Context: an optimization exercise on an open-source flow, tuned for small area. The choices shown serve that exercise and are no tape-out recipe. The RTL was checked by simulation tests, not by an equivalence proof against the original design. No activity file was given, so power comes from the tool's default toggle rates.

== wip/garnet ==
==> module reactwin, before the edit <==
module reactwin(
	input        clk,
	input        reset,
	input        enable,
	input        press,
	output       hit,
	output reg   digit
);
	localparam [15:0] C50000 = 16'hde90;
	localparam [15:0] C5000  = 16'h9585;
	localparam [15:0] C0     = 16'hde98;
	localparam [15:0] IDLE   = 16'hdf90;
	localparam [15:0] IDLEZ  = 16'hdf98;
	reg  [15:0] c;
	wire        idle  = (c == IDLE);
	wire        idlez = (c == IDLEZ);
	wire        zero  = (c == C0);
	wire        open_ = ~(idle | idlez | zero);    
	assign hit = open_ & press;
	always @(posedge clk) begin
		if (reset)
			c <= IDLE;
		else if (idle)
			c <= enable ? C50000 : IDLE;
		else if (idlez)
			c <= enable ? C0 : IDLEZ;
		else if (zero)
			c <= IDLE;
		else if (press)
			c <= IDLEZ;
		else
			c <= {c[14:0], c[15] ^ c[2]};
		if (reset)
			digit <= 1'b0;
		else if (open_) begin
			if (press)
				digit <= 1'b0;
			else if (c == C50000)
				digit <= 1'b1;
			else if (c == C5000)
				digit <= 1'b0;
		end
	end
endmodule
clock: 10.0 ns
lec_check: 0
abc_area: 1
cap_margin: 20
core_margin: 2
core_utilization: 45
cts_buf_list: sky130_fd_sc_hd__clkbuf_8
place_density: 0.6
slew_margin: 20
standard.sh (not shown) runs the stock make flow with config.mk's settings and CLKGATE_MAP_FILE= SYNTH_SCRIPT=/design/flow/synth_recipe.tcl, a recipe that flattens the netlist after the stock synthesis.
==> flow/flow/run.sh <==
#!/bin/bash
# Own layout flow: the standard flow (standard.sh) with three changes.
#  1. After the standard synthesis, the combinational logic of its netlist is
#     optimised again (flow/reopt.sh: ABC &deepsyn with eight seeds, then
#     area mapping to the sky130hd cells; the smallest result is kept). The
#     flip-flops, their cell types and names are kept.
#  2. The port buffers that global placement inserts use the smallest buffer
#     cell.
#  3. Clock tree synthesis (same options as the standard flow with the
#     CTS_BUF_LIST of config.mk) inserts no dummy loads to balance the tree.
# Each tool's output goes to its own log in this folder (ORFS's per-step logs
# are under orfs/logs/).
set -euo pipefail
R=orfs/results/${FLOW_PLATFORM:-sky130hd}/ddr_core/base
export BUFFER_PORTS_ARGS="-buffer_cell sky130_fd_sc_hd__buf_1"
export CTS_ARGS="-sink_clustering_enable -repair_clock_nets -buf_list sky130_fd_sc_hd__clkbuf_8 -dont_use_dummy_load"
bash standard.sh synth > synth.log 2>&1
cp $R/1_2_yosys.v 1_2_yosys.standard.v
bash flow/reopt.sh 1_2_yosys.standard.v $R/1_2_yosys.v reopt.log reopt_tmp
rm -f $R/1_synth.odb $R/1_synth.sdc
bash standard.sh > standard.log 2>&1
Other scripts of this flow, unchanged in this note and not shown: flow/flow/cellmodels.py, flow/flow/reopt.abc, flow/flow/reopt.sh
[inputs] wip/violet vs wip/garnet
-- flow/design.v --
<<< wip/garnet, line 250
	output reg   digit
);
	localparam [15:0] C50000 = 16'hde90;
	localparam [15:0] C5000  = 16'h9585;
	localparam [15:0] C0     = 16'hde98;
	localparam [15:0] IDLE   = 16'hdf90;
	localparam [15:0] IDLEZ  = 16'hdf98;
	reg  [15:0] c;
	wire        idle  = (c == IDLE);
>>> wip/violet, line 250
	output reg   digit
);
	localparam [15:0] C50000 = 16'h1cbd;
	localparam [15:0] C5000  = 16'hd4bd;
	localparam [15:0] C0     = 16'h1c9d;
	localparam [15:0] IDLE   = 16'h9cbd;
	localparam [15:0] IDLEZ  = 16'h9c9d;
	reg  [15:0] c;
	wire        idle  = (c == IDLE);
<<< wip/garnet, line 273
			c <= IDLEZ;
		else
			c <= {c[14:0], c[15] ^ c[2]};
		if (reset)
			digit <= 1'b0;
>>> wip/violet, line 273
			c <= IDLEZ;
		else
			c <= {c[14:0], c[15] ^ c[10] ^ c[8] ^ c[6]};
		if (reset)
			digit <= 1'b0;
==> run notes <==
- Per the final summary, wip/violet finished and its layout is clean on timing, DRC and antenna.
- wip/garnet went all the way through synthesis, placement and routing and the layout is clean on timing, DRC and antenna.
- [compare] base=wip/garnet new=wip/violet: area occupied by multi-input gates shows a reduction of 0.68%, sum of buffers and inverters on the critical path rose 2, fraction of power spent switching nets went up, register share of total power now smaller.
- Delta (wip/violet minus wip/garnet): post-synthesis instance area closely matched the old numbers, synthesized cell count increased by about 0.9% relative to the old numbers, final design area excluding fillers decreased by 0.30% relative to the old numbers, met1 demand-to-capacity share in global routing decreased by 0.65 points relative to the old numbers, number of pins exceeding their max-slew limit in the final report closely matched the old numbers.
- Maximum number of pins on one net before global-route repair: higher on wip/garnet

## afterwards: timing with drivers on the ports
The results above use ideal ports. As a check the final layouts listed here were re-extracted and re-timed, cells and wires unchanged. Step 1: set_driving_cell puts a clkbuf_16 on clk and a buf_2 on each other input, an assumption about the parent block. Step 2 times the ports against the registers' clock, not the clock port: input delays grow and output delays shrink by t, the midpoint of the rising clock arrivals with the driver on. Three values: no drivers, after step 1, after step 2; two values: the first two.
run	shift t [ns]	setup WS [ns]	hold WS [ns]	latest minus earliest clock arrival (ns)	worst register clock-pin slew, ns
wip/garnet	0.480	4.093 / 4.054 / 4.534	0.417 / 0.417 / 0.417	0.036 / 0.036	0.09 / 0.09
wip/violet	0.486	4.235 / 4.196 / 4.682	0.417 / 0.417 / 0.417	0.038 / 0.038	0.10 / 0.10
After both steps every run listed still meets setup and hold.
